Context: an optimization exercise on an open-source flow, tuned for small area, a short achievable clock period and few clock cycles per item. The choices shown serve that exercise and are no tape-out recipe. In this exercise RTL edits were held to simulation tests only and were not proved equivalent to the original. Power is estimated from default activity; no workload was simulated.

// llnn_wrapper
module llnn_wrapper (
    input  logic        clk,
    input  logic        rst_n,
    input  logic [15:0] S_AXI_AWADDR,
    input  logic        S_AXI_AWVALID,
    output logic        S_AXI_AWREADY,
    input  logic [31:0] S_AXI_WDATA,
    input  logic [3:0]  S_AXI_WSTRB,
    input  logic        S_AXI_WVALID,
    output logic        S_AXI_WREADY,
    output logic [1:0]  S_AXI_BRESP,
    output logic        S_AXI_BVALID,
    input  logic        S_AXI_BREADY,
    input  logic [15:0] S_AXI_ARADDR,
    input  logic        S_AXI_ARVALID,
    output logic        S_AXI_ARREADY,
    output logic [31:0] S_AXI_RDATA,
    output logic [1:0]  S_AXI_RRESP,
    output logic        S_AXI_RVALID,
    input  logic        S_AXI_RREADY
);
clock: 20.0 ns
lec_check: 0
cap_margin: 35
core_margin: 2
core_utilization: 65
slew_margin: 35
standard.sh (not shown) runs the stock make flow with config.mk's settings and CLKGATE_MAP_FILE= SYNTH_SCRIPT=/design/flow/synth_recipe.tcl, a recipe that flattens the netlist after the stock synthesis.
==> flow/flow/run.sh <==
#!/bin/bash
# The standard layout (standard.sh: the unchanged standard synthesis, then
# ORFS through finish) with these changes to how the layout is optimised:
#  * the port buffers inserted before global placement are
#    sky130_fd_sc_hd__buf_4 instead of the default pick (a delay buffer,
#    clkdlybuf4s50_1, ~0.5 ns each on every input-to-output path);
#  * repair_timing aims for 11.5 ns of setup slack on the 20 ns clock (the
#    design's paths are ~8.5 ns long; with the default margin nothing on them
#    is ever sized for speed);
#  * clock tree synthesis clusters flip-flops up to 60 um across (30 at most
#    per leaf buffer) and inserts no dummy loads, for a smaller clock tree.
# The clock, its period and every constraint are the standard flow's own.
set -euo pipefail
cd "$(dirname "$0")/.."
bash standard.sh "BUFFER_PORTS_ARGS=-buffer_cell sky130_fd_sc_hd__buf_4" \
  "SETUP_SLACK_MARGIN=11.5" \
  "CTS_ARGS=-sink_clustering_enable -repair_clock_nets -dont_use_dummy_load -sink_clustering_size 30 -sink_clustering_max_diameter 60" \
  finish > flow_make.log 2>&1
Testbench counts at the start, summed over its fixed seeds: cycles 5,760, inferences 384.
Then changed:
--- a/flow/flow/run.sh
+++ b/flow/flow/run.sh
@@ -6,4 +6,4 @@
 #    clkdlybuf4s50_1, ~0.5 ns each on every input-to-output path);
-#  * repair_timing aims for 11.5 ns of setup slack on the 20 ns clock (the
-#    design's paths are ~8.5 ns long; with the default margin nothing on them
+#  * repair_timing aims for 12 ns of setup slack on the 20 ns clock (the
+#    design's paths are ~8.5 ns long, and routing adds some; with the default margin nothing on them
 #    is ever sized for speed);
@@ -15,3 +15,3 @@
 bash standard.sh "BUFFER_PORTS_ARGS=-buffer_cell sky130_fd_sc_hd__buf_4" \
-  "SETUP_SLACK_MARGIN=11.5" \
+  "SETUP_SLACK_MARGIN=12" \
   "CTS_ARGS=-sink_clustering_enable -repair_clock_nets -dont_use_dummy_load -sink_clustering_size 30 -sink_clustering_max_diameter 60" \
Settings changed: CORE_UTILIZATION 65 to 60.
Maximum frequency hardly moves. Combinational power went up slightly. First-iteration DRC count barely changes.
Then changed:
--- a/flow/flow/run.sh
+++ b/flow/flow/run.sh
@@ -6,4 +6,4 @@
 #    clkdlybuf4s50_1, ~0.5 ns each on every input-to-output path);
-#  * repair_timing aims for 12 ns of setup slack on the 20 ns clock (the
-#    design's paths are ~8.5 ns long, and routing adds some; with the default margin nothing on them
+#  * repair_timing aims for 11.5 ns of setup slack on the 20 ns clock (the
+#    design's paths are ~8.5 ns long; with the default margin nothing on them
 #    is ever sized for speed);
@@ -15,3 +15,3 @@
 bash standard.sh "BUFFER_PORTS_ARGS=-buffer_cell sky130_fd_sc_hd__buf_4" \
-  "SETUP_SLACK_MARGIN=12" \
+  "SETUP_SLACK_MARGIN=11.5" \
   "CTS_ARGS=-sink_clustering_enable -repair_clock_nets -dont_use_dummy_load -sink_clustering_size 30 -sink_clustering_max_diameter 60" \
The changed run finished with timing, DRC and antenna clean.
Setup slack stays flat.
Worst hold slack gains 0.036 ns.
Clock skew climbs by 0.0049 ns.
Synthesized cell count does not change.
Non-clock buffer count drops by 2.
Clock-buffer cell count climbs by 7.
Power barely changes.
Cell area hardly moves.
Area after synthesis does not change.
Sequential power stays flat.

afterwards: timing with drivers on the ports:
The flow's constraints put no driver on any port. The routed layouts listed below were extracted and timed again, unchanged, in two steps. Step 1, drivers: a clkbuf_16 drives clk and a buf_2 each remaining input, both assumed. Step 2, shift: input delay + t, output delay - t, t = (earliest + latest rising clock arrival at the registers) / 2. This alone moves slack from input paths to output paths. Slacks: ideal ports / drivers / drivers and shift; pairs: ideal ports / drivers.
| run | t, ns | slack for setup (ns) | latest minus earliest clock arrival (ns) |
|---|---|---|---|
| the first run | 1.127 | 11.464 / 11.432 / 10.436 | 0.139 / 0.139 |
| the second run | 1.158 | 11.470 / 11.430 / 10.905 | 0.114 / 0.114 |
| the third run | 1.152 | 11.470 / 11.437 / 10.660 | 0.124 / 0.124 |
After both steps setup and hold are still met in every run listed. For the first run, which loses most, drivers alone change the setup slack by -0.032 ns; drivers and shift together by -1.028 ns.
